Context: an optimization exercise on an open-source flow, tuned for small area. The choices shown serve that exercise and are no tape-out recipe.
Function was checked by simulation only, so behaviour that the tests miss may differ from the original.
Power figures rest on the tool's default switching activity, not on a simulated workload.

--- flow/config.mk ---
export PLATFORM = sky130hd
export DESIGN_NAME = top
export DESIGN_NICKNAME = top
export VERILOG_FILES = /design/flow/design.v
export SDC_FILE = /design/flow/constraint.sdc
export NUM_CORES = 4
export LEC_CHECK = 0
export CAP_MARGIN = 20
export CORE_MARGIN = 2
export CORE_UTILIZATION = 70
export PLACE_DENSITY = 0.85
export SLEW_MARGIN = 20
--- flow/constraint.sdc ---
create_clock -name core_clock -period 10.0 [get_ports {clk_12m}]
set_input_delay 2.0000 -clock core_clock [delete_from_list [all_inputs] [get_ports {clk_12m}]]
set_output_delay 2.0000 -clock core_clock [all_outputs]
set_load 0.01 [all_outputs]
--- flow/design.v ---
module LED_shining (
input clk,
input rst_n,
output led1,
output led2,
output tick_kb,         
output [5:0] jcnt,
output c1s_zero,        
output c1s_last         
);
reg [8:0] i;
reg [5:0] j;
reg [3:0] k;
wire i_end = (i == 9'd299);
wire j_end = (j == 6'd39);
always @(posedge clk or negedge rst_n) begin
  if (!rst_n) begin
    i <= 9'd0; j <= 6'd0; k <= 4'd0;
  end else begin
    i <= i_end ? 9'd0 : i + 9'd1;
    if (i_end) begin
      j <= j_end ? 6'd0 : j + 6'd1;
      if (j_end) k <= (k == 4'd9) ? 4'd0 : k + 4'd1;
    end
  end
end
wire clkdiv = (j >= 6'd20);
assign led1 = clkdiv;
assign led2 = ~clkdiv;
assign tick_kb = i_end;
assign jcnt = j;
assign c1s_zero = (k == 4'd0) && (j == 6'd0) && (i == 9'd0);
assign c1s_last = (k == 4'd7) && j_end && i_end;
endmodule
module baud # (
		parameter				BPS_PARA = 1250
	)(
		input					clk,
		input					rst_n,
		input					bps_en,
		output	reg		bps_clk
	);
reg				[4:0]	cnt;
always @ (posedge clk or negedge rst_n) begin
	if(!rst_n)
		cnt <= 1'b0;
	else if((cnt >= BPS_PARA-1)||(!bps_en))
		cnt <= 1'b0;
	else
		cnt <= cnt + 1'b1;
end
always @ (posedge clk or negedge rst_n) begin
	if(!rst_n)
		bps_clk <= 1'b0;
	else if(cnt == (BPS_PARA>>1))
		bps_clk <= 1'b1;
	else
		bps_clk <= 1'b0;
end
endmodule
module uart_rx(
		input					clk,			 
		input					rst_n,			
		output	reg		bps_en,			
		input					bps_clk,		
		input					uart_rx,		 
		output	reg		rx_data_valid,	
		output	reg		[7:0]	rx_data_out		
	);	
reg	uart_rx0,uart_rx1,uart_rx2;	
always @ (posedge clk) begin
	uart_rx0 <= uart_rx;
	uart_rx1 <= uart_rx0;
	uart_rx2 <= uart_rx1;
end
wire	neg_uart_rx = uart_rx2 & ~uart_rx1;	
reg				[3:0]	num;			
always @ (posedge clk or negedge rst_n) begin
	if(!rst_n)
		bps_en <= 1'b0;
	else if(neg_uart_rx && (!bps_en))	 
		bps_en <= 1'b1;		
	else if(num==4'd9)		             
		bps_en <= 1'b0;			
end
reg				[7:0]	rx_data;
always @ (posedge clk or negedge rst_n) begin
	if(!rst_n) begin
		num <= 4'd0;
		rx_data <= 8'd0;
	end else if(bps_en) begin	
		if(bps_clk) begin			
			num <= num + 1'b1;
			if(num<=4'd8) rx_data[num-1] <= uart_rx1;  
		end else if(num == 4'd9) begin		           
			num <= 4'd0;				
		end
	end else begin
		num <= 4'd0;
	end
end
always @ (posedge clk or negedge rst_n) begin
	if(!rst_n) begin
		rx_data_out <= 8'd0;
		rx_data_valid <= 1'b0;
	end else if(num == 4'd9) begin	
		rx_data_out <= rx_data;
		rx_data_valid <= 1'b1;
	end else begin
		rx_data_out <= rx_data_out;
		rx_data_valid <= 1'b0;
	end
end
endmodule
module uart_tx(
		input					clk,				 
		input					rst_n,			
		output	reg		bps_en,			
		input					bps_clk,			
		input					tx_data_valid,	
		input			[7:0]	tx_data_in,		
		output	reg		uart_tx			 
	);
reg				[3:0]	num;
reg				[9:0]	tx_data_r;	
always @ (posedge clk or negedge rst_n) begin
	if(!rst_n) begin
		bps_en <= 1'b0;
		tx_data_r <= 10'd0;
	end else if(tx_data_valid && (!bps_en))begin	
		bps_en <= 1'b1;		
		tx_data_r <= {1'b1,tx_data_in,1'b0};	
	end else if(num==4'd10) begin	
		bps_en <= 1'b0;		 
	end
end
always @ (posedge clk or negedge rst_n) begin
	if(!rst_n) begin
		num <= 1'b0;
		uart_tx <= 1'b1;
	end else if(bps_en) begin
		if(bps_clk) begin
			num <= num + 1'b1;
			uart_tx <= tx_data_r[num];
		end else if(num>=4'd10) 
			num <= 4'd0;	
	end
end
endmodule
module uart_bus #(
		parameter				BPS_PARA = 20  	 
	)(
		input					clk,			 
		input					rst_n,			
		input					uart_rx,		 
		output				rx_data_valid,	
		output	[7:0]		rx_data_out,		
		input					tx_data_valid,	
		input			[7:0]	tx_data_in,		
		output				uart_tx			 
);	
wire					bps_en_rx,bps_clk_rx;
baud #(
		.BPS_PARA(BPS_PARA)
	)baud_rx(	
		.clk(clk),				 
		.rst_n(rst_n),			
		.bps_en(bps_en_rx),	
		.bps_clk(bps_clk_rx)	
	);
uart_rx uart_rx_uut(
		.clk(clk),							 
		.rst_n(rst_n),						
		.bps_en(bps_en_rx),				
		.bps_clk(bps_clk_rx),			
		.uart_rx(uart_rx),				 
		.rx_data_valid(rx_data_valid),
		.rx_data_out(rx_data_out)		
	);
wire					bps_en_tx,bps_clk_tx;
baud # (
		.BPS_PARA				(BPS_PARA		)
	) baud_tx(
		.clk(clk),				 
		.rst_n(rst_n),			
		.bps_en(bps_en_tx),	
		.bps_clk(bps_clk_tx)	
	);
uart_tx uart_tx_uut(
		.clk(clk),							 
		.rst_n(rst_n),						
		.bps_en(bps_en_tx),				
		.bps_clk(bps_clk_tx),			
		.tx_data_valid(tx_data_valid),
		.tx_data_in(tx_data_in),		
		.uart_tx(uart_tx)					 
	);
endmodule
module pwm #(
		parameter	WIDTH = 32	 
	)
	(
		input					clk,
		input					rst_n,
		input	[WIDTH-1:0]	cycle,	 
		input	[WIDTH-1:0]	duty,		 
		output	reg		pwm_out
);
reg	[WIDTH-1:0]	cnt;
always @(posedge clk or negedge rst_n)
	if(!rst_n) 
		cnt <= 1'b1;
	else if(cnt >= cycle) 
		cnt <= 1'b1;
	else 
		cnt <= cnt + 1'b1;
always @(posedge clk or negedge rst_n)
	if(!rst_n) 
		pwm_out <= 1'b1;
	else if(cnt < duty) 
		pwm_out <= 1'b1;
	else 
		pwm_out <= 1'b0;
endmodule
module music_to_tone
(
input			[4:0]	choose,
output	reg		[15:0]	cycle
);
always@(*) begin
	case(choose)
        5'd0: cycle = 16'd0; 
		5'd1: cycle = 16'd45872;	 
		5'd2: cycle = 16'd40858;	 
		5'd3: cycle = 16'd36408;	 
		5'd4: cycle = 16'd34364;	 
		5'd5: cycle = 16'd30612;	 
		5'd6: cycle = 16'd27273;	 
		5'd7: cycle = 16'd24296;	 
		5'd8: cycle = 16'd22931;	 
		5'd9: cycle = 16'd20432;	 
		5'd10: cycle = 16'd18201;	 
		5'd11: cycle = 16'd17180;	 
		5'd12: cycle = 16'd15306;	 
		5'd13: cycle = 16'd13636;	 
		5'd14: cycle = 16'd12148;	 
		5'd15: cycle = 16'd11478;	 
		5'd16: cycle = 16'd10215;	 
        5'd17: cycle = 16'd9105;	 
		5'd18: cycle = 16'd8596;	 
        5'd19: cycle = 16'd7654;	 
		5'd20: cycle = 16'd6819;	 
        5'd21: cycle = 16'd6073;	 
		default:  cycle = 16'd0;		 
	endcase
end
endmodule
module electric_piano(
		input				clk,
		input				rst_n,
		output reg  [6:0]	addr,
		input    [4:0]	 data,
		input 	songs_choose,
		input	c1s_zero,       
		input	c1s_last,       
		output			beeper
	);
wire [15:0]	cycle;
reg	 [4:0]	note_c;
reg no_flag;
music_to_tone u2(
		.choose(note_c),
		.cycle(cycle)
);
pwm #(
		.WIDTH(16)
	) u3(
		.clk(clk),
		.rst_n(rst_n),
		.cycle(cycle),
		.duty(cycle>>1),
		.pwm_out(beeper)
);
reg songs_temp;
always @(posedge clk or negedge rst_n)
	if(!rst_n)
		songs_temp <= 1'b0;
	else
		songs_temp <= songs_choose;
always @(posedge clk or negedge rst_n)
	if(!rst_n)
		note_c <= 5'd0;
	else if(no_flag)
		note_c <= data;
	else
		note_c <= 5'd0;
wire last = c1s_last;
reg [6:0] addr_nxt;
always @(*)
	if(songs_temp != songs_choose)
		addr_nxt = songs_choose ? 7'd48 : 7'd0;
	else if(addr == 7'd47 && !songs_choose && last)
		addr_nxt = 7'd0;
	else if(addr == 7'd83 && songs_choose && last)
		addr_nxt = 7'd48;
	else if(last)
		addr_nxt = addr + 7'd1;
	else
		addr_nxt = addr;
always @(posedge clk or negedge rst_n)
	if(!rst_n)
		addr <= 7'd0;
	else
		addr <= addr_nxt;
always @(posedge clk or negedge rst_n)
	if(!rst_n)
		no_flag <= 1'b0;
	else if(c1s_zero)
		no_flag <= 1'b1;
	else if(last)
		no_flag <= 1'b0;
endmodule
module music_store_ram (
    input            clk,
    input            rst_n,
    input      [6:0] addra,
    input      [4:0] dina,
    input            dina_new,     
    input            W_EN,
    input      [6:0] addrb,
    output     [4:0] doutb
);
reg [6:0] ph;
always @(posedge clk)
    ph <= (ph >= 7'd83) ? 7'd0 : ph + 7'd1;
reg  [5*84-1:0] sr;
wire [4:0] rout = sr[5*84-1 -: 5];
wire [6:0] am1  = addra - 7'd1;
wire       cmt  = (ph == addra) || (ph == am1 && addra != 7'd0 && !dina_new);
wire [4:0] rin  = cmt ? dina : rout;
always @(posedge clk)
    sr <= {sr[5*83-1:0], rin};
reg [4:0] M0, M48, M;
always @(posedge clk) begin
    if (W_EN && addra == 7'd0)  M0  <= dina;
    if (W_EN && addra == 7'd48) M48 <= dina;
    if (addrb == 7'd0)
        M <= M0;
    else if (addrb == 7'd48)
        M <= M48;
    else if (W_EN && addra == addrb)
        M <= dina;
    else if (ph == addrb)
        M <= rin;
end
reg W_EN_d;
always @(posedge clk or negedge rst_n) begin
    if (!rst_n)
        W_EN_d <= 1'b1;
    else
        W_EN_d <= W_EN;
end
assign doutb = W_EN_d ? 5'd0 : M;
endmodule
module array_keyboard #
(
	parameter			CNT_200HZ = 600
)
(
	input					clk,
	input					rst_n,
	input			[3:0]	col,
	input					tick_kb,
	input			[5:0]	jcnt,
	output reg	[3:0]	row,
	output		[2:0]	key_out,
	output reg			key_pulse
);
	wire			tick_200hz = tick_kb;
	wire			clk_200hz = jcnt[0];
	wire			fall_200hz = tick_200hz & clk_200hz;
	wire	[2:0]	jp1 = jcnt[2:0] + 3'd1;
	wire	[1:0]	c_state = jp1[2:1];
	always @(*)
		case (c_state)
			2'd0: row = 4'b1110;
			2'd1: row = 4'b1101;
			2'd2: row = 4'b1011;
			default: row = 4'b0111;
		endcase
	reg	[15:0]	key,key_r,kout;
	assign key_out = kout[2:0];
	wire [3:0] kout_g = c_state == 2'd0 ? kout[ 3: 0] :
	                    c_state == 2'd1 ? kout[ 7: 4] :
	                    c_state == 2'd2 ? kout[11: 8] : kout[15:12];
	wire [3:0] key_g  = c_state == 2'd0 ? key[ 3: 0] :
	                    c_state == 2'd1 ? key[ 7: 4] :
	                    c_state == 2'd2 ? key[11: 8] : key[15:12];
	wire [3:0] keyr_g = c_state == 2'd0 ? key_r[ 3: 0] :
	                    c_state == 2'd1 ? key_r[ 7: 4] :
	                    c_state == 2'd2 ? key_r[11: 8] : key_r[15:12];
	always@(posedge clk or negedge rst_n) begin
		if(!rst_n) begin
			kout <= 16'hffff; key_r <= 16'hffff; key <= 16'hffff;
		end else if(fall_200hz) begin
			case(c_state)
				2'd0: begin kout[ 3: 0] <= key_r[ 3: 0]|key[ 3: 0]; key_r[ 3: 0] <= key[ 3: 0]; key[ 3: 0] <= col; end
				2'd1: begin kout[ 7: 4] <= key_r[ 7: 4]|key[ 7: 4]; key_r[ 7: 4] <= key[ 7: 4]; key[ 7: 4] <= col; end
				2'd2: begin kout[11: 8] <= key_r[11: 8]|key[11: 8]; key_r[11: 8] <= key[11: 8]; key[11: 8] <= col; end
				2'd3: begin kout[15:12] <= key_r[15:12]|key[15:12]; key_r[15:12] <= key[15:12]; key[15:12] <= col; end
			endcase
		end
	end
	always@(posedge clk or negedge rst_n)
		if(!rst_n)
			key_pulse <= 1'b0;
		else
			key_pulse <= fall_200hz && |(kout_g & ~(keyr_g | key_g));
endmodule
module In_Out_Handle (input				clk,
                      input				rst_n,
                      input		[3:0]	col,
                      output	 [3:0]	row,
                      input         uart_rx,
                      output        uart_tx,
                      output	reg				rx_data_valid_temp,
                      output	wire	[7:0]	rx_data_out_temp,
                      input					    tx_data_valid_temp,
                      input			    [7:0]	tx_data_in_temp,
                      output led_song,
                      input tick_kb,
                      input [5:0] jcnt,
                      input c1s_zero,
                      input c1s_last,
                      output			beeper);
    wire rx_data_valid;
    wire [7:0]	rx_data_out;
    reg tx_data_valid;
    reg [1:0] tx_code;                  
    wire [7:0] tx_data_in = {1'b0, |tx_code, 4'b0000, tx_code};
    reg tx_data_valid_here;
    reg tx_data_in_here;                
    reg rx_data_valid_here;
    reg [4:0] rx_data_out_here;
    reg songs_choose;
    assign led_song = songs_choose;
    reg [6:0] rx_addr_in_index;
    assign rx_data_out_temp = rx_data_out;
    wire [6:0] addr_out_index;
    wire [4:0] out_data;
    reg W_EN;
    reg finished_music_RX;
    reg back_music_RX;
    reg switch_pulse;
    wire [2:0] key_out;
    wire       key_pulse;
    array_keyboard u1(
    .clk(clk),
    .rst_n(rst_n),
    .col(col),
    .tick_kb(tick_kb),
    .jcnt(jcnt),
    .row(row),
    .key_out(key_out),
    .key_pulse(key_pulse)
    );
reg [1:0]switch_counters;
always @ (posedge clk or negedge rst_n)
    if (!rst_n)
        switch_counters <= 0;
    else if(switch_pulse==1'b1)
        switch_counters <= switch_counters +1'd1;
    else if(switch_counters == 2'd2)
        switch_counters <= 0;
always @ (posedge clk or negedge rst_n)
    if (!rst_n)  begin
        songs_choose <= 1'b0;
        switch_pulse <= 1'b0;
    end
    else if(!key_out[0] && key_pulse)
        songs_choose <= 1'b1 ;
    else if(!key_out[1]  && key_pulse)
        songs_choose <= 1'b0 ;
    else if(!key_out[2] && key_pulse)
        switch_pulse <= 1'b1;
    else if(switch_counters==2'd1)
        switch_pulse <= 1'b0;
    uart_bus u2(
    .clk(clk),
    .rst_n(rst_n),
    .uart_rx(uart_rx),
    .rx_data_valid(rx_data_valid),
    .rx_data_out(rx_data_out),
    .tx_data_valid(tx_data_valid),
    .tx_data_in(tx_data_in),
    .uart_tx(uart_tx)
    );
    electric_piano u_electric_piano(
    .clk(clk),
    .rst_n(rst_n),
    .addr(addr_out_index),
    .data(out_data),
    .songs_choose(songs_choose),
    .c1s_zero(c1s_zero),
    .c1s_last(c1s_last),
    .beeper(beeper)
    );
    music_store_ram u_music_store_ram(
    .clk(clk),
    .rst_n(rst_n),
    .addra(rx_addr_in_index),
    .dina(rx_data_out_here),
    .dina_new(rx_data_valid_here),
    .W_EN(W_EN),
    .addrb(addr_out_index),
    .doutb(out_data)
    );
always @ (posedge clk or negedge rst_n)
    if (!rst_n)  begin
      rx_data_valid_temp <= 0;
      rx_data_out_here <= 0;
      rx_data_valid_here <=0;
    end
    else if(W_EN) begin
         rx_data_out_here <= rx_data_out[4:0];
         rx_data_valid_here <= rx_data_valid;
         rx_data_valid_temp <= 0;
    end
    else begin
        rx_data_valid_temp <= rx_data_valid;
        rx_data_valid_here <= 0;
    end
always @ (posedge clk or negedge rst_n)
    if (!rst_n)  begin
         tx_data_valid <= 1'b0;
         tx_code <= 2'd0;
    end
    else if(switch_pulse) begin
         tx_data_valid<= 1'b1;
         tx_code <= 2'd2;
    end
    else if(!W_EN) begin
         tx_data_valid<= tx_data_valid_temp;
         tx_code <= {1'b0, tx_data_in_temp[0]};
    end
    else begin
         tx_data_valid<= tx_data_valid_here;
         tx_code <= {tx_data_in_here, 1'b0};
    end
always @ (posedge clk or negedge rst_n)
    if (!rst_n)   begin
        W_EN <= 1'b1;
        tx_data_valid_here <= 1'b0;
        tx_data_in_here <= 1'b0;
    end
    else if(back_music_RX) begin
        W_EN <= 1'b0;
        tx_data_valid_here <= 1'b0;
      end
    else if(finished_music_RX) begin
        tx_data_valid_here <= 1'b1;
        tx_data_in_here <= 1'b1;
    end
always @ (posedge clk or negedge rst_n)
    if (!rst_n)
        back_music_RX <= 1'b0;
    else if(finished_music_RX)
        back_music_RX <= 1'b1;
always @ (posedge clk or negedge rst_n)
    if (!rst_n)  begin
        rx_addr_in_index <= 7'd0;
        finished_music_RX          <= 1'b0;
    end
    else if (rx_addr_in_index == 7'd83)
        finished_music_RX          <= 1'b1;
    else if (rx_data_valid_here)
        rx_addr_in_index <= rx_addr_in_index + 7'd1;
endmodule
module row_ram (
    input            clk,
    input            rst_n,
    input            we,
    input      [8:0] p,
    input            p_chg,
    input      [7:0] x,
    input      [8:0] r,
    input            r_inc,
    output reg [7:0] doutb
);
reg  [5:0] ph;
always @(posedge clk)
    ph <= ph + 6'd1;
wire [7:0] rout [0:7];
wire [7:0] rin  [0:7];
wire       cmt;
wire [2:0] cseg;
wire [7:0] cdat;
genvar g;
generate
    for (g = 0; g < 7; g = g + 1) begin : seg
        reg [8*64-1:0] sr;
        always @(posedge clk)
            sr <= {sr[8*63-1:0], rin[g]};
        assign rout[g] = sr[8*64-1 -: 8];
        assign rin[g]  = (cmt && cseg == g) ? cdat : rout[g];
    end
endgenerate
reg [8*32-1:0] sr7;
always @(posedge clk)
    sr7 <= {sr7[8*31-1:0], rin[7]};
assign rout[7] = sr7[8*32-1 -: 8];
assign rin[7]  = (cmt && cseg == 3'd7) ? cdat : rout[7];
function at_end;
    input [8:0] a;
    input [5:0] ph_;
    at_end = (a[8:6] == 3'd7) ? (a[4:0] == ph_[4:0]) : (a[5:0] == ph_);
endfunction
reg lv;
reg       o1v, o2v;
reg [8:0] o1a, o2a;
reg [7:0] o1d, o2d;
wire push   = p_chg && (lv || we);
wire o1hit  = o1v && (o1a == p);
wire o2hit  = o2v && (o2a == p);
wire c1     = o1v && at_end(o1a, ph);
wire c2     = o2v && at_end(o2a, ph) && !c1;
assign cmt  = c1 || c2;
assign cseg = c1 ? o1a[8:6] : o2a[8:6];
assign cdat = c1 ? o1d : o2d;
wire put1 = push && (o1hit || (!o2hit && !o1v));
wire put2 = push && !put1 && (o2hit || !o2v);
always @(posedge clk or negedge rst_n)
    if (!rst_n) begin
        lv  <= 1'b0;
        o1v <= 1'b0;
        o2v <= 1'b0;
    end else begin
        lv  <= p_chg ? 1'b0 : (lv || we);
        o1v <= put1 ? 1'b1 : (c1 ? 1'b0 : o1v);
        o2v <= put2 ? 1'b1 : (c2 ? 1'b0 : o2v);
    end
always @(posedge clk) begin
    if (put1) begin o1a <= p; o1d <= x; end
    if (put2) begin o2a <= p; o2d <= x; end
end
wire [8:0] q = r + 9'd1;
wire [7:0] qmerged = (lv && p == q)        ? x   :
                     (o1v && o1a == q)     ? o1d :
                     (o2v && o2a == q)     ? o2d : rout[q[8:6]];
wire wq = we && (p == q);
reg [7:0] Z, C, N;
always @(posedge clk) begin
    if (we && p == 9'd0) Z <= x;
    if (wq) N <= x;
    else if (at_end(q, ph)) N <= qmerged;
    if (r_inc) C <= wq ? x : N;
    else if (we && p == r) C <= x;
    if (!we) doutb <= (r == 9'd0) ? Z : C;
end
endmodule
module uart_to_ram (input wire clk_12m,
                    input wire clk,
                    input wire rst_n,
                    input	wire				rx_data_valid,
                    input	wire		[7:0]	rx_data_out,
                    input wire [8:0] addr_out_index,
                    input wire addr_out_inc,
                    input	wire show_row_done,
                    output	reg				tx_data_valid,
                    output	wire	[7:0]	tx_data_out,
                    output wire [7:0] out_data,
                    output reg [8:0] col_pos,
                    output reg W_EN,
                    output reg row_finished_flag);
    parameter SIZE_WIDTH_MAX = 9'd479;
    reg [8:0] addr_in_index;
    reg [8:0]  length_index;
    reg tx_a;                           
    assign tx_data_out = {1'b0, tx_a, 5'b00000, tx_a};
    reg show_row_done_flag;
    reg show_row_done_flag2;
    always @ (posedge clk_12m or negedge rst_n) begin
        if (!rst_n)
            length_index <= 9'd0;
        else if (length_index == 9'd480)
            length_index <= 9'd0;
        else if (rx_data_valid == 1'b1)
            length_index <= length_index + 9'd1;
    end
    wire at_max = (addr_in_index == SIZE_WIDTH_MAX);
    wire addr_chg = show_row_done_flag ? (addr_in_index != 9'd0) : (!at_max && rx_data_valid);
    always @ (posedge clk_12m or negedge rst_n)
        if (!rst_n)  begin
            addr_in_index <= 9'd0;
            W_EN          <= 1'b0;
        end
        else if (show_row_done_flag)
            addr_in_index <= 9'd0;
        else if (at_max)
            W_EN <= 1'b0;
        else if (rx_data_valid) begin
            addr_in_index <= addr_in_index + 9'd1;
            W_EN          <= 1'b1;
        end
    always @ (posedge clk or negedge rst_n)
        if (!rst_n)
            row_finished_flag <= 1'b0;
        else
            row_finished_flag <= (length_index == 9'd480);
    always @ (posedge clk or negedge rst_n)
        if (!rst_n)  begin
            col_pos            <= 9'd0;
            show_row_done_flag <= 1'd0;
        end
        else if (col_pos == 9'd320)
            col_pos <= 0;
        else if (show_row_done) begin
            col_pos <= col_pos + 9'd1;
            show_row_done_flag <= 1'd1;
        end
        else if (show_row_done_flag2)
            show_row_done_flag <= 1'd0;
    always @ (posedge clk_12m or negedge rst_n)
        if (!rst_n)  begin
            tx_a                <= 1'b0;
            tx_data_valid       <= 1'b0;
            show_row_done_flag2 <= 1'b0;
        end
        else if (show_row_done_flag == 1'b1) begin
            tx_data_valid       <= 1'b1;
            tx_a                <= 1'b1;
            show_row_done_flag2 <= 1'b1;
        end
        else begin
            tx_data_valid       <= 1'b0;
            show_row_done_flag2 <= 1'b0;
        end
    row_ram u_row_ram
    (.clk(clk),
    .rst_n(rst_n),
    .we(W_EN | rx_data_valid),
    .p(addr_in_index),
    .p_chg(addr_chg),
    .x(rx_data_out),
    .r(addr_out_index),
    .r_inc(addr_out_inc),
    .doutb(out_data)
    );
endmodule
module  lcd_write
(
    input   wire            sys_clk_50MHz       ,
    input   wire            sys_rst_n           ,
    input   wire    [8:0]   data                ,
    input   wire            en_write            ,
    output  reg             wr_done             ,
    output  wire            cs                  ,
    output  wire            dc                  ,
    output  reg             sclk                ,
    output  reg             mosi                
);
parameter CPOL = 1'b0;  
parameter CPHA = 1'b0;  
parameter DELAY_TIME = 3'd4;  
parameter CNT_SCLK_MAX = 4'd4;  
parameter STATE0 = 4'b0_001;
parameter STATE1 = 4'b0_010;
parameter STATE2 = 4'b0_100;
parameter DONE   = 4'b1_000;
reg     [3:0]   state;
reg     [2:0]   cnt_delay;
reg     [3:0]   cnt1;
reg     [2:0]   cnt_sclk;
reg             sclk_flag;
reg             state2_finish_flag;
always@(posedge sys_clk_50MHz or negedge sys_rst_n)
    if(!sys_rst_n)
        state <= STATE0;
    else
        case(state)
            STATE0 : state <= (en_write) ? STATE1 : STATE0; 
            STATE1 : state <= (cnt_delay == DELAY_TIME) ? STATE2 : STATE1; 
            STATE2 : state <= (state2_finish_flag) ? DONE : STATE2;
            DONE   : state <= STATE0;
        endcase
always@(posedge sys_clk_50MHz or negedge sys_rst_n)
    if(!sys_rst_n)
        cnt_delay <= 'd0;
    else if(state ==  DONE)
        cnt_delay <= 'd0;
    else if(state == STATE1 && cnt_delay < DELAY_TIME)
        cnt_delay <= cnt_delay + 1'b1;
    else
        cnt_delay <= 'd0;
always@(posedge sys_clk_50MHz or negedge sys_rst_n)
    if(!sys_rst_n)
        cnt1 <= 'd0;
    else if(state == STATE1)
        cnt1 <= 'd0;
    else if(state == STATE2 && cnt_sclk == CNT_SCLK_MAX)
        cnt1 <= cnt1 + 1'b1;
always@(posedge sys_clk_50MHz or negedge sys_rst_n)
    if(!sys_rst_n)
        cnt_sclk <= 'd0;
    else if(cnt_sclk == CNT_SCLK_MAX)
        cnt_sclk <= 'd0;
    else if(state == STATE2 && cnt_sclk < CNT_SCLK_MAX)
        cnt_sclk <= cnt_sclk + 1'b1;
always@(posedge sys_clk_50MHz or negedge sys_rst_n)
    if(!sys_rst_n)
        sclk_flag <= 1'b0;
    else if(CPHA == 1'b1 && state == STATE1 && (cnt_delay == DELAY_TIME - 1'b1))
        sclk_flag <= 1'b1;
    else if(cnt_sclk == CNT_SCLK_MAX - 1'b1)
        sclk_flag <= 1'b1;
    else
        sclk_flag <= 1'b0;
always@(posedge sys_clk_50MHz or negedge sys_rst_n)
    if(!sys_rst_n)
        state2_finish_flag <= 1'b0;
    else if(cnt1 == 'd15 && (cnt_sclk == CNT_SCLK_MAX - 1'b1))
        state2_finish_flag <= 1'b1;
    else
        state2_finish_flag <= 1'b0;
always@(posedge sys_clk_50MHz or negedge sys_rst_n)
    if(!sys_rst_n)
        sclk <= 1'b0;
    else if(CPOL == 1'b1 && state == STATE0)
        sclk <= 1'b1;
    else if(CPOL == 1'b0 && state == STATE0)
        sclk <= 1'b0;
    else if(sclk_flag)   
        sclk <= ~sclk;
    else
        sclk <= sclk;
always@(posedge sys_clk_50MHz or negedge sys_rst_n)
    if(!sys_rst_n)
        mosi <= 1'b0;
    else if(state == STATE0)
        mosi <= 1'b0;
    else if(state == STATE1 && cnt_delay == CNT_SCLK_MAX)
        mosi <= data[7];
    else if(state == STATE2 && sclk_flag)
        case(cnt1)
            1 : mosi <= data[6];
            3 : mosi <= data[5];
            5 : mosi <= data[4];
            7 : mosi <= data[3];
            9 : mosi <= data[2];
            11: mosi <= data[1];
            13: mosi <= data[0];
            15: mosi <= 1'b0;
            default: mosi <= mosi;
        endcase
    else 
        mosi <= mosi;
always@(posedge sys_clk_50MHz or negedge sys_rst_n)
    if(!sys_rst_n)
        wr_done <= 1'b0;
    else if(state == DONE)
        wr_done <= 1'b1;
    else
        wr_done <= 1'b0;
assign cs = (state == STATE2) ? 1'b0 : 1'b1;
assign dc = data[8]; 
endmodule
module  control
(
    input   wire             sys_clk_50MHz       ,   
    input   wire             sys_rst_n           ,
    input   wire     [8:0]   init_data           ,
    input   wire             en_write_init       ,
    input   wire             init_done           ,
    input   wire     [8:0]   show_pic_data      ,
    input   wire             en_write_show_pic  ,
	input   wire				  show_pic_done,
    output reg [8:0]col_pos,
	 output  reg             show_pic_flag      ,
    output  reg      [8:0]   data                ,
    output  reg              en_write      
);
reg     [1:0]   cnt1;
always@(posedge sys_clk_50MHz or negedge sys_rst_n)
    if(!sys_rst_n)
        col_pos <= 9'd0;
    else if(show_pic_done && col_pos< 9'd319)
        col_pos <=col_pos+9'd1;
    else 
        col_pos <=col_pos;
always@(posedge sys_clk_50MHz or negedge sys_rst_n)
    if(!sys_rst_n)
        data <= 'd0;
    else if(init_done == 1'b0)
        data <= init_data;
    else if(init_done == 1'b1)
        data <= show_pic_data;
    else
        data <= data;
always@(posedge sys_clk_50MHz or negedge sys_rst_n)
    if(!sys_rst_n)
        en_write <= 'd0;
    else if(init_done == 1'b0)
        en_write <= en_write_init ;
    else if(init_done == 1'b1)
        en_write <= en_write_show_pic;
    else
        en_write <= en_write;
always@(posedge sys_clk_50MHz or negedge sys_rst_n)
    if(!sys_rst_n)
        cnt1 <= 'd0;
    else if(show_pic_flag)
        cnt1 <= 'd0;
    else if(init_done && cnt1 < 'd3)
        cnt1 <= cnt1 + 1'b1;
    else
        cnt1 <= cnt1;
always@(posedge sys_clk_50MHz or negedge sys_rst_n)
    if(!sys_rst_n)
        show_pic_flag <= 1'b0;
    else if(cnt1 == 'd2 || show_pic_done)
        show_pic_flag <= 1'b1;
    else
        show_pic_flag <= 1'b0;        
endmodule
module lcd_init
 #( 
     parameter   TIME100MS    = 23'd5_000,   
                 TIME150MS    = 23'd7_500,   
                 TIME120MS    = 23'd6_000,   
                 TIMES4MAX    = 18'd493 ,   
                 DATA_IDLE    = 9'b0_0000_0000
 )
(
    input   wire            sys_clk_50MHz ,
    input   wire            sys_rst_n     ,
    input   wire            wr_done       ,
    output  reg             lcd_rst       ,
    output  reg     [8:0]   init_data     ,
    output  wire            en_write      ,
    output  wire            init_done
);
parameter   WHITE   = 16'hFFFF,
            BLACK   = 16'h0000,	  
            BLUE    = 16'h001F,  
            BRED    = 16'hF81F,
            GRED 	= 16'hFFE0,
            GBLUE	= 16'h07FF,
            RED     = 16'hF800,
            MAGENTA = 16'hF81F,
            GREEN   = 16'h07E0,
            CYAN    = 16'h7FFF,
            YELLOW  = 16'hFFE0,
            BROWN 	= 16'hBC40, 
            BRRED 	= 16'hFC07, 
            GRAY  	= 16'h8430; 
reg [5:0]   state;
parameter   S0_DELAY100MS         = 6'b000_001, 
            S1_DELAY50MS          = 6'b000_010,
            S2_WR_90              = 6'b000_100,
            S3_DELAY120MS         = 6'b001_000,
            S4_WR_DIRECTION_CLEAR = 6'b010_000,
            DONE                  = 6'b100_000;
reg [12:0]  cnt_150ms;
reg         lcd_rst_high_flag;
wire [5:0]  cnt_s2_num = cnt_150ms[5:0];
reg         cnt_s2_num_done; 
wire [8:0]  cnt_s4_num = cnt_150ms[8:0];
reg         cnt_s4_num_done;   
always@(posedge sys_clk_50MHz or negedge sys_rst_n)
    if(!sys_rst_n)
        state <= S0_DELAY100MS;
    else
        case(state)
            S0_DELAY100MS:
                state <= (cnt_150ms == TIME100MS) ? S1_DELAY50MS : S0_DELAY100MS;
            S1_DELAY50MS:
                state <= (cnt_150ms == TIME150MS) ? S2_WR_90 : S1_DELAY50MS;
            S2_WR_90:
                state <= (cnt_s2_num_done) ? S3_DELAY120MS : S2_WR_90;
            S3_DELAY120MS:
                state <= (cnt_150ms == TIME120MS) ? S4_WR_DIRECTION_CLEAR : S3_DELAY120MS; 
            S4_WR_DIRECTION_CLEAR:
                state <= (cnt_s4_num_done) ? DONE : S4_WR_DIRECTION_CLEAR;
            DONE:
                state <= DONE;
            default:
                state <= S0_DELAY100MS;
        endcase
always@(posedge sys_clk_50MHz or negedge sys_rst_n)
    if(!sys_rst_n)
        cnt_150ms <= 13'd0;
    else case(state)
        S0_DELAY100MS:         cnt_150ms <= cnt_150ms + 1'b1;
        S1_DELAY50MS:          cnt_150ms <= (cnt_150ms == TIME150MS) ? 13'd0 : cnt_150ms + 1'b1;
        S2_WR_90:              cnt_150ms <= cnt_s2_num_done ? 13'd0 : (wr_done ? cnt_150ms + 1'b1 : cnt_150ms);
        S3_DELAY120MS:         cnt_150ms <= (cnt_150ms == TIME120MS) ? 13'd0 : cnt_150ms + 1'b1;
        S4_WR_DIRECTION_CLEAR: cnt_150ms <= wr_done ? cnt_150ms + 1'b1 : cnt_150ms;
        default:               cnt_150ms <= 13'd0;
    endcase
always@(posedge sys_clk_50MHz or negedge sys_rst_n)
    if(!sys_rst_n)
        lcd_rst_high_flag <= 1'b0;
    else if(state == S0_DELAY100MS && (cnt_150ms == TIME100MS - 1'b1))
        lcd_rst_high_flag <= 1'b1;
    else
        lcd_rst_high_flag <= 1'b0;
always@(posedge sys_clk_50MHz or negedge sys_rst_n)
    if(!sys_rst_n)
        lcd_rst <= 1'b0;
    else if(lcd_rst_high_flag)
        lcd_rst <= 1'b1;
    else
        lcd_rst <= lcd_rst;
always@(posedge sys_clk_50MHz or negedge sys_rst_n)
    if(!sys_rst_n)
        cnt_s2_num_done <= 1'b0;
    else if(state == S2_WR_90 && cnt_s2_num == 7'd57 && wr_done == 1'b1)
        cnt_s2_num_done <= 1'b1;
    else
        cnt_s2_num_done <= 1'b0;
always@(posedge sys_clk_50MHz or negedge sys_rst_n)
    if(!sys_rst_n)
        init_data <= DATA_IDLE;
    else if(state == S2_WR_90)
        case(cnt_s2_num)     
				7'd0:  init_data <= 9'h011 ;
            7'd1:  init_data <= 9'h036 ;
				7'd2:  init_data <= 9'h100 ;
            7'd3 :  init_data <= 9'h03a ; 
            7'd4 :  init_data <= 9'h105 ;                        
            7'd5 :  init_data <= 9'h0b2 ;                        
            7'd6 :  init_data <= 9'h10c ;                        
            7'd7 :  init_data <= 9'h10c ;  
            7'd8 :  init_data <= 9'h100 ;                        
            7'd9 :  init_data <= 9'h133 ;                        
            7'd10 :  init_data <= 9'h133 ;                        
            7'd11 :  init_data <= 9'h0b7 ;                        
            7'd12 :  init_data <= 9'h135 ;  
            7'd13:  init_data <= 9'h0bb ;                        
            7'd14:  init_data <= 9'h132 ;                        
            7'd15:  init_data <= 9'h0c2 ;                        
            7'd16:  init_data <= 9'h101 ;  
            7'd17:  init_data <= 9'h0c3 ;                        
            7'd18:  init_data <= 9'h115 ;                        
            7'd19:  init_data <= 9'h0c4 ;                        
            7'd20:  init_data <= 9'h120 ;                        
            7'd21:  init_data <= 9'h0c6 ;                        
            7'd22:  init_data <= 9'h10f ;	
            7'd23:  init_data <= 9'h0d0 ;                        
            7'd24:  init_data <= 9'h1a4 ;  
            7'd25:  init_data <= 9'h1a1 ;                        
            7'd26:  init_data <= 9'h0e0 ;                        
            7'd27:  init_data <= 9'h1d0 ;  
            7'd28:  init_data <= 9'h108 ;                        
            7'd29:  init_data <= 9'h10e ;  
            7'd30:  init_data <= 9'h109 ;                        
            7'd31:  init_data <= 9'h109 ;  
            7'd32:  init_data <= 9'h105 ;                        
            7'd33:  init_data <= 9'h131 ;                        
            7'd34:  init_data <= 9'h133 ;  
            7'd35:  init_data <= 9'h148 ;                        
            7'd36:  init_data <= 9'h117 ;  
            7'd37:  init_data <= 9'h114 ;                        
            7'd38:  init_data <= 9'h115 ;				
            7'd39:  init_data <= 9'h131 ;                        
            7'd40:  init_data <= 9'h134 ;  
            7'd41:  init_data <= 9'h0e1 ;                        
            7'd42:  init_data <= 9'h1d0 ;                        
            7'd43:  init_data <= 9'h108 ;  
            7'd44:  init_data <= 9'h10e ;                        
            7'd45:  init_data <= 9'h109 ;                        
            7'd46:  init_data <= 9'h109 ;  
            7'd47:  init_data <= 9'h115 ;                        
            7'd48:  init_data <= 9'h131 ;  
            7'd49:  init_data <= 9'h133 ;                        
            7'd50:  init_data <= 9'h148 ;  
            7'd51:  init_data <= 9'h117 ;                        
            7'd52:  init_data <= 9'h114 ;                        
            7'd53:  init_data <= 9'h115 ;                        
            7'd54:  init_data <= 9'h131 ;                        
            7'd55:  init_data <= 9'h134 ;                        
            7'd56:  init_data <= 9'h021 ;                        
            7'd57:  init_data <= 9'h029 ;
            default: init_data <= DATA_IDLE;
        endcase
    else if(state == S4_WR_DIRECTION_CLEAR)
        case(cnt_s4_num)
            'd0 :  init_data <= 9'h029;
            'd1 :  init_data <= 9'h036;
            'd2 :  init_data <= 9'h100;
            'd3 :  init_data <= 9'h02a;
            'd4 :  init_data <= 9'h100;
            'd5 :  init_data <= 9'h100;
            'd6 :  init_data <= 9'h100;
            'd7 :  init_data <= 9'h1ef;
            'd8 :  init_data <= 9'h02b;
            'd9 :  init_data <= 9'h100;
            'd10:  init_data <= 9'h100;
            'd11:  init_data <= 9'h101;
            'd12:  init_data <= 9'h13f;
            'd13:  init_data <= 9'h02c;
            default : 
                if(cnt_s4_num >= 'd14 && cnt_s4_num[0] == 0)
                    init_data <= {1'b1,WHITE[15:8]};
                else if(cnt_s4_num >= 'd14 && cnt_s4_num[0] == 1)
                    init_data <= {1'b1,WHITE[7:0]};
                else
                    init_data <= DATA_IDLE;
        endcase
    else
        init_data <= DATA_IDLE;
always@(posedge sys_clk_50MHz or negedge sys_rst_n)
    if(!sys_rst_n)
        cnt_s4_num_done <= 1'b0;
    else if(state == S4_WR_DIRECTION_CLEAR && cnt_s4_num == TIMES4MAX && wr_done == 1'b1)
        cnt_s4_num_done <= 1'b1;
    else
        cnt_s4_num_done <= 1'b0;  
assign en_write = (state == S2_WR_90 || state == S4_WR_DIRECTION_CLEAR) ? 1'b1 : 1'b0;      
assign init_done = (state == DONE) ? 1'b1 : 1'b0;        
endmodule
module lcd_show_row (input wire sys_clk,
                     input wire sys_rst_n,
                     input wire wr_done,
                     input wire show_pic_flag,        
                     input wire [8:0] col_pos,
                     input wire [7:0] rom_q,
                     output wire [8:0] rom_addr,
                     output wire rom_inc,
                     output wire [8:0] show_pic_data, 
                     output wire show_pic_done,
                     output wire en_write_show_pic);
    parameter SIZE_WIDTH_MAX  = 9'd479;
    parameter SIZE_LENGTH_MAX = 9'd319;
    parameter STATE0 = 4'b0_001;
    parameter STATE1 = 4'b0_010;
    parameter STATE2 = 4'b0_100;
    parameter DONE   = 4'b1_000;
    reg  [3:0] state;
    reg          the1_wr_done;
    reg  [3:0] cnt_set_windows;
    reg          state1_finish_flag;
    reg  [2:0] cnt_rom_prepare;
    reg  [15:0] temp;
    reg          length_num_flag;
    reg  [8:0] cnt_length_num;
    reg  [9:0] cnt_wr_color_data;
    reg  [8:0] data;
    wire         state2_finish_flag;
    reg [8:0] col_pos_temp;
    always @(*)
        col_pos_temp <= col_pos+1'b1;
    always @(posedge sys_clk or negedge sys_rst_n)
        if (!sys_rst_n) state <= STATE0;
        else
        case (state)
            STATE0: state <= (show_pic_flag) ? STATE1 : STATE0;
            STATE1: state <= (state1_finish_flag) ? STATE2 : STATE1;
            STATE2: state <= (state2_finish_flag) ? DONE : STATE2;
            DONE:   state <= STATE0;
        endcase
        always @(posedge sys_clk or negedge sys_rst_n)
            if (!sys_rst_n) the1_wr_done   <= 1'b0;
            else if (wr_done) the1_wr_done <= 1'b1;
            else the1_wr_done              <= 1'b0;
    always @(posedge sys_clk or negedge sys_rst_n)
        if (!sys_rst_n) cnt_set_windows <= 'd0;
        else if (state == STATE1 && the1_wr_done) cnt_set_windows <= cnt_set_windows + 1'b1;
        else cnt_set_windows <= cnt_set_windows;
    always @(posedge sys_clk or negedge sys_rst_n)
        if (!sys_rst_n) state1_finish_flag <= 1'b0;
        else if (cnt_set_windows == 'd10 && the1_wr_done) state1_finish_flag <= 1'b1;
        else state1_finish_flag <= 1'b0;
    reg en_state2_flag;
    always@(posedge sys_clk or negedge sys_rst_n)
        if (!sys_rst_n)  en_state2_flag <= 1'b0;
        else if (state == STATE2) en_state2_flag<= 1'b1;
        else if (state == DONE) en_state2_flag<= 1'b0;
        else en_state2_flag <= en_state2_flag;
    reg [8:0] rom_data_index;
    assign rom_addr = rom_data_index;
    assign rom_inc  = state == STATE2 && the1_wr_done && rom_data_index < SIZE_WIDTH_MAX;
    always @(posedge sys_clk or negedge sys_rst_n)
        if (!sys_rst_n) rom_data_index <= 0;
        else if (state == STATE0)  rom_data_index <= 0;
        else if (state == STATE2 && the1_wr_done && rom_data_index < SIZE_WIDTH_MAX)  rom_data_index <= rom_data_index+1'b1;
        else  rom_data_index <= rom_data_index;
    always @(posedge sys_clk)
        temp <= {temp[7:0],rom_q};
    always@(posedge sys_clk or negedge sys_rst_n)
        if (!sys_rst_n)
            length_num_flag <= 1'b0;
            else if (
            state == STATE2 &&
            rom_data_index == SIZE_WIDTH_MAX &&
            the1_wr_done
            )
            length_num_flag <= 1'b1;
        else
            length_num_flag <= 1'b0;
    always @(posedge sys_clk or negedge sys_rst_n)
        if (!sys_rst_n) data <= 9'h000;
        else if (state == STATE1)
        case (cnt_set_windows)
            0: data       <= 9'h02A;
            1: data       <= {1'b1, 8'h00};
            2: data       <= {1'b1, 8'h00};
            3: data       <= {1'b1, 8'h00};
            4: data       <= {1'b1, 8'hef};   
            5: data       <= 9'h02B;
            6: data       <= {1'b1, 7'h00,col_pos[8]};
            7: data       <= {1'b1, col_pos[7:0]};
            8: data       <= {1'b1, 7'h00,col_pos_temp[8]};
            9: data       <= {1'b1, col_pos_temp[7:0]};   
            10: data      <= 9'h02C;
            default: data <= 9'h000;
        endcase
        else if (state == STATE2)
        data <= {1'b1,temp[15:8]};
    else data <= data;
    assign state2_finish_flag = (
    (
    (rom_data_index == SIZE_WIDTH_MAX)
    ) &&
    length_num_flag
    ) ? 1'b1 : 1'b0;
    assign show_pic_data     = data;
    assign en_write_show_pic = (state == STATE1 || en_state2_flag) ? 1'b1 : 1'b0;
    assign show_pic_done     = (state == DONE) ? 1'b1 : 1'b0;
endmodule
module  picture_display
(
    input           	clk			,
    input               clk_50MHz,
    input           	rst_n		   ,
    input               rx_data_valid,
    input               [7:0]	rx_data_out,
    output              tx_data_valid,
    output               [7:0]	tx_data_in,
    output          	lcd_rst     ,
	output				lcd_blk		,
    output          	lcd_dc      ,
    output          	lcd_sclk    ,
    output          	lcd_mosi    ,
    output          	lcd_cs      
);
wire    [8:0]   data;   
wire            en_write;
wire            wr_done; 
wire    [8:0]   init_data;
wire            en_write_init;
wire            init_done;
wire            en_size            ;
wire            show_pic_flag     ;
wire    [6:0]   ascii_num          ;
wire    [8:0]   start_x            ;
wire    [8:0]   start_y            ;
wire    [8:0]   show_pic_data     ;
wire            en_write_show_pic  ;
wire            show_char_done     ;  
wire     [8:0]  rom_addr;
wire    [7:0]   rom_q; 
wire show_pic_done;
wire rom_inc;
wire [8:0]col_pos;
assign			lcd_blk = 1'b1;
wire W_EN;
wire row_finished_flag;
lcd_write  lcd_write_inst
(
    .sys_clk_50MHz(clk_50MHz	  ),
    .sys_rst_n    (rst_n  		  ),
    .data         (data         ),
    .en_write     (en_write     ),
    .wr_done      (wr_done      ),
    .cs           (lcd_cs       ),
    .dc           (lcd_dc       ),
    .sclk         (lcd_sclk     ),
    .mosi         (lcd_mosi     )
);
control  control_inst
(
    .sys_clk_50MHz          (clk_50MHz 	       ), 
    .sys_rst_n              (rst_n		          ),
    .init_data              (init_data           ),
    .en_write_init          (en_write_init       ),
    .init_done              (init_done           ),
    .show_pic_data         (show_pic_data      ),
    .en_write_show_pic     (en_write_show_pic  ),
    .show_pic_done   (show_pic_done),
	.show_pic_flag	      (show_pic_flag     ),
    .data                   (data                ),
    .en_write               (en_write            )
);
lcd_init  lcd_init_inst
(
    .sys_clk_50MHz(clk_50MHz		),
    .sys_rst_n    (rst_n	     ),
    .wr_done      (wr_done      ),
    .lcd_rst      (lcd_rst      ),
    .init_data    (init_data    ),
    .en_write     (en_write_init),
    .init_done    (init_done    )
);
reg show_temp;
always@(posedge clk or negedge rst_n)
    if(!rst_n)
        show_temp <= 1'b0;
    else if(show_pic_flag)
        show_temp <= 1'b1;
    else if(row_finished_flag)
        show_temp <= 1'b0;
    else
    show_temp <=show_temp;
lcd_show_row u_lcd_show_row
(
    .sys_clk			(clk_50MHz    ),
    .sys_rst_n        	(rst_n        ),
    .wr_done          	(wr_done      ),
    .show_pic_flag    	(show_temp && row_finished_flag), 
	.col_pos  (col_pos),
	.rom_addr	 		(rom_addr), 
	.rom_inc			(rom_inc),
	.rom_q				(rom_q),
	.show_pic_data    	(show_pic_data     ),   
    .en_write_show_pic  (en_write_show_pic ),
    .show_pic_done   (show_pic_done)  
);
uart_to_ram  u_uart_to_ram
(
    .clk_12m(clk),
    .clk(clk_50MHz),
    .rst_n(rst_n),
    .rx_data_valid(rx_data_valid),
    .rx_data_out(rx_data_out),
    .addr_out_index(rom_addr),
    .addr_out_inc(rom_inc),
    .show_row_done(show_pic_done),
    .tx_data_valid(tx_data_valid),
    .tx_data_out(tx_data_in),
    .out_data(rom_q),
    .col_pos(col_pos),
    .W_EN(W_EN),
    .row_finished_flag(row_finished_flag)
                   );
endmodule
module top (
input clk_12m,       
input rst_n,     
output led1,     
output led2,      
output          	lcd_rst     ,
output				lcd_blk		,
output          	lcd_dc      ,
output          	lcd_sclk    ,
output          	lcd_mosi    ,
output          	lcd_cs   ,
input				uart_rx,		 
output				uart_tx,
input		[3:0]	col,
output	    [3:0]	row,
output led_song,
output			    beeper
);
wire  clk_48m = clk_12m;
wire tick_kb, c1s_zero, c1s_last;
wire [5:0] jcnt;
LED_shining  u_LED_shining (
    .clk                     ( clk_12m     ),
    .rst_n                   ( rst_n   ),
    .led1                    ( led1  ),
    .led2                    (     ),
    .tick_kb                 ( tick_kb ),
    .jcnt                    ( jcnt ),
    .c1s_zero                ( c1s_zero ),
    .c1s_last                ( c1s_last )
);
assign led2 = led1;
wire rx_data_valid;
wire [7:0]	rx_data_out;
wire tx_data_valid;
wire [7:0]	tx_data_in;
picture_display u_picture_display(
    .clk		( clk_12m)	,
    .clk_50MHz ( clk_48m)	,
    .rst_n		 (rst_n)  ,
    .rx_data_valid(rx_data_valid),
    .rx_data_out(rx_data_out),
    .tx_data_valid(tx_data_valid),
    .tx_data_in(tx_data_in),
    .lcd_rst     (lcd_rst),
	.lcd_blk	(lcd_blk)	,
    .lcd_dc      (lcd_dc),
    .lcd_sclk    (lcd_sclk),
    .lcd_mosi    (lcd_mosi),
    .lcd_cs  (lcd_cs)
);
In_Out_Handle  u_In_Out_Handle(
    .clk(clk_12m),
    .rst_n(rst_n),
    .col(col),
    .row(row),
    .uart_rx(uart_rx),
    .uart_tx(uart_tx),
    .rx_data_valid_temp(rx_data_valid),
    .rx_data_out_temp(rx_data_out),
    .tx_data_valid_temp(tx_data_valid),
    .tx_data_in_temp(tx_data_in),
    .led_song(led_song),
    .tick_kb(tick_kb),
    .jcnt(jcnt),
    .c1s_zero(c1s_zero),
    .c1s_last(c1s_last),
    .beeper(beeper)
);
endmodule
--- flow/flow/run.sh ---
#!/bin/bash
set -euo pipefail
export CTS_ARGS="-sink_clustering_enable -repair_clock_nets -sink_clustering_size 27 -sink_clustering_max_diameter 60 -buf_list sky130_fd_sc_hd__clkbuf_16 -dont_use_dummy_load"
bash standard.sh > standard.log 2>&1
--- flow/standard.sh ---
#!/bin/bash
# synth_recipe.tcl (not shown) runs the flow's synth.tcl, then flattens the netlist and writes it again
# the make line also repeats each setting of config.mk as NAME=value (left out here)
make -C /OpenROAD-flow-scripts/flow DESIGN_CONFIG=/design/flow/config.mk WORK_HOME=/design/flow/orfs CLKGATE_MAP_FILE= SYNTH_SCRIPT=/design/flow/synth_recipe.tcl "${@:-finish}"
==> results of run 1 <==
## placed cells by master, fill, tap and decap left out, types with 24 or more instances in the layout
cell type,Yosys,final
a211oi_1,43,42
a21o_1,24,24
a21oi_1,114,114
a31oi_1,34,34
and2_1,36,36
and3_1,34,34
clkbuf_16,0,207
dfrtp_1,244,243
dfstp_2,56,56
dfxtp_1,4292,4292
edfxtp_1,81,81
ha_1,102,102
inv_1,89,89
mux2_2,153,153
nand2_1,195,195
nand2b_1,33,33
nand3_1,108,107
nand4_1,41,41
nor2_1,199,196
nor2b_1,40,40
nor3_1,52,51
o21ai_0,150,149
xnor2_1,100,100
xor2_1,76,76
## where the power goes
group | leakage, uW | internal (uW) | switching, uW | total, uW
Combinational | 0.00555 | 52.4 | 86.9 | 139
Sequential | 0.0392 | 18700 | 21.0 | 18700
Clock | 0.00255 | 3700 | 5350 | 9050
## synthesized netlist by cell type (52+ instances only)
master | count | area (um2)
xnor2_1 | 100 | 875.8
dfrtp_1 | 244 | 6106
mux2_2 | 153 | 1723
ha_1 | 102 | 1276
clkbuf_1 | 125 | 469.2
o21ai_0 | 150 | 750.7
nor3_1 | 52 | 260.3
nand3_1 | 108 | 540.5
dfstp_2 | 56 | 1471
xor2_1 | 76 | 665.6
a21oi_1 | 114 | 570.6
dfxtp_1 | 4292 | 85920
nand2_1 | 195 | 732.0
edfxtp_1 | 81 | 2432
inv_1 | 89 | 334.1
nor2_1 | 199 | 747.0
## layout make-up
class / count / area share (%)
sequential: 4673 / 81.93
multi-input combinational: 1854 / 10.86
clock buffer: 207 / 4.424
tap: 2058 / 2.199
timing repair buffer: 38 / 0.2971
inverter: 89 / 0.2853
antenna: 5 / 0.01069
## worst max-delay path by stage
stage                                                                  from  slack [ps]                                                          to  depth (start not counted)
6_report                                                           register        5400    u_picture_display.u_uart_to_ram.u_row_ram.N[7]$_DFFE_PP_                          8
5_1_grt                                                            register        5140    u_picture_display.u_uart_to_ram.u_row_ram.N[7]$_DFFE_PP_                          8
4_1_cts                                      u_LED_shining.j[1]$_DFFE_PN0N_        5430                                                      row[2]                          5
3_5_place_dp                                                          rst_n        5560                 u_In_Out_Handle.u2.baud_tx.cnt[1]$_DFF_PN0_                          3
3_3_place_gp           u_In_Out_Handle.u_electric_piano.note_c[1]$_DFF_PN0_        5620       u_In_Out_Handle.u_electric_piano.u3.cnt[11]$_DFF_PN0_                         11
2_1_floorplan  u_picture_display.u_uart_to_ram.addr_in_index[4]$_DFFE_PN0P_        6310  u_picture_display.u_uart_to_ram.u_row_ram.o2a[0]$_DFFE_PP_                          7
## kinds of logic (layout without fill, tap and decap cells)
family | after synthesis | in the layout
buffers and inverters | 237 | 334
XOR/XNOR | 177 | 177
AO/OA/AOI/OAI | 524 | 524
flip-flops | 4673 | 4673
other | 1 | 6
multiplexers | 178 | 178
AND/OR/NAND/NOR | 872 | 872
adder cells (fa/ha/maj) | 102 | 102
## sequential cells by signal (all words and copies together) (netlist names), 13 cells and up
register                                          flops
u_picture_display.u_lcd_show_row.temp                16
u_picture_display.u_uart_to_ram.u_row_ram.sr7       256
u_In_Out_Handle.u_electric_piano.u3.cnt              16
u_In_Out_Handle.u1.key                               16
u_picture_display.u_uart_to_ram.u_row_ram.seg.sr   3584
u_In_Out_Handle.u1.key_r                             16
u_In_Out_Handle.u_music_store_ram.sr                420
u_In_Out_Handle.u1.kout                              16
u_picture_display.lcd_init_inst.cnt_150ms            13
## per-stage QoR
stage	hold WS, ps	setup slack, ps	instances	utilization (%)	power, uW
after floorplan	309.6	6312	6764	-	19210
after global placement	309.6	5624	8710	71.77	19250
after CTS	268.9	5425	8917	75.10	28030
after detailed placement	312.1	5564	8710	71.77	19260
after global routing	273.4	5136	8921	75.13	28620
final	277.1	5397	8924	75.14	27880
## critical path: stages (launching register included)
cell,delay [ps]
dfrtp_1,650
ha_1,560
nand4_1,600
o31ai_1,910
nand2_1,240
xnor2_1,260
nand4b_1,460
o31ai_1,540
a21oi_1,90
## layer usage
layer | up-vias | GRT usage [%]
li1 | 22020 | -
met1 | 23080 | 32.15
met2 | 1381 | 46.76
met3 | 480 | 5.042
met4 | 8 | 8.116
met5 | - | 0
==> results_dict.tcl, run 1 <==
set metrics [dict create \
    syn_area_per_cell_um2 16.19 \
    synth_top_family_by_area "simple AND/OR/NAND/NOR gates" \
    place_area_mm2 0.1119 \
    holdPathEnd "u_In_Out_Handle.u_music_store_ram.sr[374]$_DFF_P_" \
    clk_pin_slew_ps 100 \
    route.top_layer_used "met5" \
    synth_edf_count 81 \
    antenna_found_initial 15 \
    post_cts_buffers 0 \
    synth_cell_type_count 91 \
    drt-total-wl_um 205200 \
    stdcell_area_mm2 0.1171 \
    max_freq_mhz 217.2 \
    tightest_slew_ps 1209 \
    final.period_utilization_pct 46.03 \
    synth-compound-area-share_pct 3.038 \
    wl_met3_um 10110 \
    finalMaxSlewViolations 0 \
    hpwl_um 114700 \
    leakagePower_uw 0.04726 \
    ctsResizeCount 0 \
    fin_crit_ps 4603 \
    gp_congestion 0.8602 \
    arrival_ps 5130 \
    hold_viol 0 \
    final.fill_count 8189 \
    r2r_end "u_picture_display.u_uart_to_ram.u_row_ram.N[7]$_DFFE_PP_" \
    route.met2.wl_um 106500 \
    ys_ff_latch 4673 \
    die_w_um 399.6 \
    track_usage_pct 26.19 \
    synthAdderAreaFrac_pct 1.165 \
    drt_iter0_drc 4164 \
    netlist_area_mm2 0.1095 \
    relSlewSlack_pct 19.10 \
    firstDrtPassIters 8 \
    cts_sinks 4673 \
    cp-start-kind "register" \
    final-seq-area_mm2 0.09593 \
    synthToLayoutAreaGrowth_pct 6.915 \
    wl_met1_um 81800 \
    p_per_area_mw_per_mm2 238.1 \
    port_buffers 20 \
    layout-drive-gt1-share_pct 6.894 \
    maxCapViolations 0 \
    postCtsHoldBufs 0 \
    hp-class "register to register" \
    multi_input_area_mm2 0.01271 \
    die_y_um 399.6 \
    r2r_slack_ps 5400 \
    rsz0062_at_grt "no" \
    cts_root_buf "clkbuf_16" \
    io_pins 22 \
    clk_latency_ps 840 \
    skew_ps 91.91 \
    synth_xor_area_share_pct 1.428 \
    drt_drc_violations_left 0 \
    muxShareOfSynthArea_pct 1.824 \
    initial_core_util_pct 70.28 \
    crit_required_ps 10530 \
    synthSimpleGateAreaFrac_pct 4.088 \
    ir_drop_v 0.0003301 \
    grt_max_degree 117 \
    cts_made_buffers 207 \
    crit_fanout 15 \
    criticalPathCategory "register to register" \
    hp-start "u_In_Out_Handle.u_music_store_ram.sr[369]$_DFF_P_" \
    grt_pass1_wl_um 311400 \
    nets 6972 \
    num_rows 145 \
    overflow 0 \
    vias 46960 \
    synth_nets 6873 \
    seq_area_frac_synth_pct 87.59 \
    reg2reg_depth 8 \
    fin_setup_tns_ps 0 \
    cp-end-kind "register" \
    cts_tree "built" \
    syn_inst 6764 \
    avgRoutedWirePerCell_um 22.99 \
    grt_pass1_vias 49880 \
    ant_nets 0 \
    clockBufferDepth 3 \
    cts_max_level 4 \
    routed_via_density 5.262 \
    yosysWarningCount 17 \
    finalSetupViolCount 0 \
    die-area_mm2 0.1596 \
    ys.flop_type "dfxtp_1" \
    core_area_mm2 0.1558 \
    min_path_cells 0 \
    status "no timing/DRC/antenna violations" \
    synthArstFlopShare_pct 6.420 \
]
==> inputs of run 2 (changes only) <==
==> flow/run.sh (new file) <==
#!/bin/bash
# synth_recipe.tcl (not shown) runs the flow's synth.tcl, then flattens the netlist and writes it again
# the make line also repeats each setting of config.mk as NAME=value (left out here)
make -C /OpenROAD-flow-scripts/flow DESIGN_CONFIG=/design/flow/config.mk WORK_HOME=/design/flow/orfs CLKGATE_MAP_FILE= SYNTH_SCRIPT=/design/flow/synth_recipe.tcl finish
--- a/flow/config.mk
+++ b/flow/config.mk
@@ -8,5 +8,8 @@
 export CAP_MARGIN = 20
 export CORE_MARGIN = 2
 export CORE_UTILIZATION = 70
+export CTS_BUF_LIST = sky130_fd_sc_hd__clkbuf_16
+export CTS_CLUSTER_DIAMETER = 60
+export CTS_CLUSTER_SIZE = 27
 export PLACE_DENSITY = 0.85
 export SLEW_MARGIN = 20
removed: flow/flow/run.sh
removed: flow/standard.sh
==> run 2 against run 1 <==
  * Non-clock buffer count is the same
  * Count of clock-buffer cells in the layout grew 1
  * Worst hold slack gained 2.3 ps
  * Highest routed layer unchanged
  * Wire length grew 0.14%
  * Critical endpoint is now u_picture_display.u_uart_to_ram.u_row_ram.N[2]$_DFFE_PP_
==> results_dict.tcl, run 2 <==
set metrics [dict create \
    track_usage_pct 26.24 \
    fin_crit_ps 4697 \
    p_per_area_mw_per_mm2 241.8 \
    ir_drop_v 0.0002797 \
    finalSetupViolCount 0 \
    gp_congestion 0.8602 \
    grt_pass1_vias 50190 \
    drt_drc_violations_left 0 \
    avgRoutedWirePerCell_um 22.87 \
    syn_inst 6764 \
    post_cts_buffers 0 \
    skew_ps 60.79 \
    stdcell_area_mm2 0.1180 \
    status "no timing/DRC/antenna violations" \
    relSlewSlack_pct 11.51 \
    cts_root_buf "clkbuf_16" \
    synth_nets 6873 \
    antenna_found_initial 13 \
    yosysWarningCount 17 \
    final.period_utilization_pct 46.97 \
    top_regs "u_picture_display.u_uart_to_ram.u_row_ram.seg.sr (3584), u_In_Out_Handle.u_music_store_ram.sr (420), u_picture_display.u_uart_to_ram.u_row_ram.sr7 (256)" \
    overflow 0 \
    maxCapViolations 0 \
    layout-drive-gt1-share_pct 7.553 \
    arrival_ps 5270 \
    cts_max_level 4 \
    reg2reg_depth 8 \
    clk_pin_slew_ps 110 \
    cts_tree "built" \
    ys_ff_latch 4673 \
    clockBufferDepth 3 \
    netlist_area_mm2 0.1095 \
    routed_via_density 5.239 \
    setup_slack_ps 5303 \
    grt_max_degree 117 \
    nets 6972 \
    hp-class "register to register" \
    tightest_slew_ps 1325 \
    ctsResizeCount 0 \
    io_pins 22 \
    criticalPathCategory "register to register" \
    synthToLayoutAreaGrowth_pct 7.712 \
    synth_top_area_share_pct 78.45 \
    yosysTopAreaCell "dfxtp_1" \
    cp-start-kind "register" \
    place_area_mm2 0.1119 \
    top_register "u_picture_display.u_uart_to_ram.u_row_ram.seg.sr" \
    ys.flop_type "dfxtp_1" \
    hpwl_um 114700 \
    most-common-layout-cells "dfxtp_1 (4,292), dfrtp_1 (243), clkbuf_16 (208)" \
    core_area_mm2 0.1558 \
    die_w_um 399.6 \
    syn_area_per_cell_um2 16.19 \
    die-area_mm2 0.1596 \
    yosysMostFrequentCell "dfxtp_1" \
    max_freq_mhz 212.9 \
    ant_nets 0 \
    cts_made_buffers 207 \
    grt_pass1_wl_um 312600 \
    crit_required_ps 10570 \
    port_buffers 20 \
    min_path_cells 0 \
    fin_setup_tns_ps 0 \
    drt-total-wl_um 205500 \
    firstDrtPassIters 9 \
    die_y_um 399.6 \
    clk_latency_ps 880 \
    crit_fanout 15 \
    finalMaxSlewViolations 0 \
    yosys-top-cells-count "dfxtp_1 (4,292), dfrtp_1 (244), nor2_1 (199)" \
    postCtsHoldBufs 0 \
    cp-end-kind "register" \
    hold_viol 0 \
    leakagePower_uw 0.04768 \
    num_rows 145 \
    synthTopCellsByArea "dfxtp_1 (78%), dfrtp_1 (5.6%), edfxtp_1 (2.2%)" \
    synth_edf_count 81 \
    synthArstFlopShare_pct 6.420 \
    vias 47070 \
    post-place-ws_ps 5564 \
    rsz0062_at_grt "no" \
    largest_reg_flops 3584 \
    synth_cell_type_count 91 \
    cts_sinks 4673 \
    layout_commonest_cell "dfxtp_1" \
    initial_core_util_pct 70.28 \
    drt_iter0_drc 4381 \
    hold_ws_ps 279.4 \
    seq_area_frac_synth_pct 87.59 \
]
-- run 2: cell counts after synthesis --
Identical to the previous run, type by type.
-- run 2: path summary, 6_finish.rpt --
path / from / end / slack, ps
max reg2reg: register / u_picture_display.u_uart_to_ram.u_row_ram.N[2]$_DFFE_PP_ / 5300
max: register / u_picture_display.u_uart_to_ram.u_row_ram.N[2]$_DFFE_PP_ / 5300
min reg2reg: u_picture_display.u_lcd_show_row.temp[0]$_DFF_P_ / u_picture_display.u_lcd_show_row.temp[8]$_DFF_P_ / 280
min in group asynchronous: rst_n / u_picture_display.lcd_write_inst.cnt_sclk[0]$_DFFE_PN0P_ / 1130
min: u_picture_display.u_lcd_show_row.temp[0]$_DFF_P_ / u_picture_display.u_lcd_show_row.temp[8]$_DFF_P_ / 280
max in group asynchronous: rst_n / u_In_Out_Handle.u2.baud_tx.cnt[2]$_DFF_PN0_ / 6490
-- run 2: kinds of logic after synthesis --
logic type | Yosys count | synth area share (%)
adder cells (fa/ha/maj) | 102 | 1.165
flip-flops | 4673 | 87.59
AO/OA/AOI/OAI | 524 | 3.038
AND/OR/NAND/NOR | 872 | 4.088
buffers and inverters | 237 | 0.8614
XOR/XNOR | 177 | 1.428
other | 1 | 0.003424
multiplexers | 178 | 1.824
-- run 2: final cells by class --
| type | count | area, um2 |
|---|---|---|
| timing repair buffer | 38 | 347.8 |
| fill | 8031 | 37880 |
| clock inverter | 62 | 868.3 |
| tap | 2058 | 2575 |
| antenna | 2 | 5.005 |
| inverter | 89 | 334.1 |
| sequential | 4673 | 95930 |
| multi-input combinational | 1854 | 12700 |
| clock buffer | 208 | 5205 |
-- run 2: critical path, cell delays in order (launching register included) --
cell,delay [ps]
dfrtp_1,660
ha_1,580
nand4_1,610
o21ai_0,840
a21oi_1,260
o32ai_1,600
nand2b_1,160
a211oi_1,510
o21ai_0,180
-- run 2: per-stage QoR --
stage / total power [uW] / utilization (%) / std cells
after floorplan: 19210 / - / 6764
after detailed placement: 19260 / 71.77 / 8710
after global routing: 29300 / 75.69 / 8982
after global placement: 19250 / 71.77 / 8710
after CTS: 28680 / 75.67 / 8980
final: 28530 / 75.70 / 8984
-- run 2: report_power, final --
group / internal, uW / switching [uW] / leakage, uW / total (uW)
Sequential: 18700 / 21.3 / 0.0392 / 18700
Combinational: 52.5 / 86.5 / 0.00555 / 139
Clock: 3930 / 5770 / 0.00298 / 9690
-- run 2: routing by layer --
layer | vias up | wire [um] | global-route usage, %
met1 | 23030 | 82090 | 32.68
met2 | 1470 | 106400 | 46.66
met3 | 489 | 10360 | 4.732
met4 | 4 | 6621 | 7.982
li1 | 22080 | - | -
met5 | - | 32 | 0

-- separate check: timing with driven ports --
The results above use ideal ports. As a check the final layouts listed here were re-extracted and re-timed, cells and wires unchanged. Step 1, drivers: a clkbuf_16 drives clk_12m and a buf_2 each remaining input, both assumed. Step 2 adds t to the input delays and takes it off the output delays; t is the mean of the earliest and latest rising clock arrival at the registers after step 1. Input paths then give back, and output paths get back, about the clock's delay inside the block. Slacks: ideal / step 1 / step 2; pairs: ideal / step 1.
run	shift t [ns]	setup slack, ns	worst register clock-pin slew, ns	worst data-port slew with drivers (ns)
run 1	0.897	5.397 / 5.397 / 5.397	0.12 / 0.12	0.05
run 2	0.936	5.303 / 5.303 / 5.303	0.12 / 0.12	0.05
After both steps setup and hold are still met in every run listed.
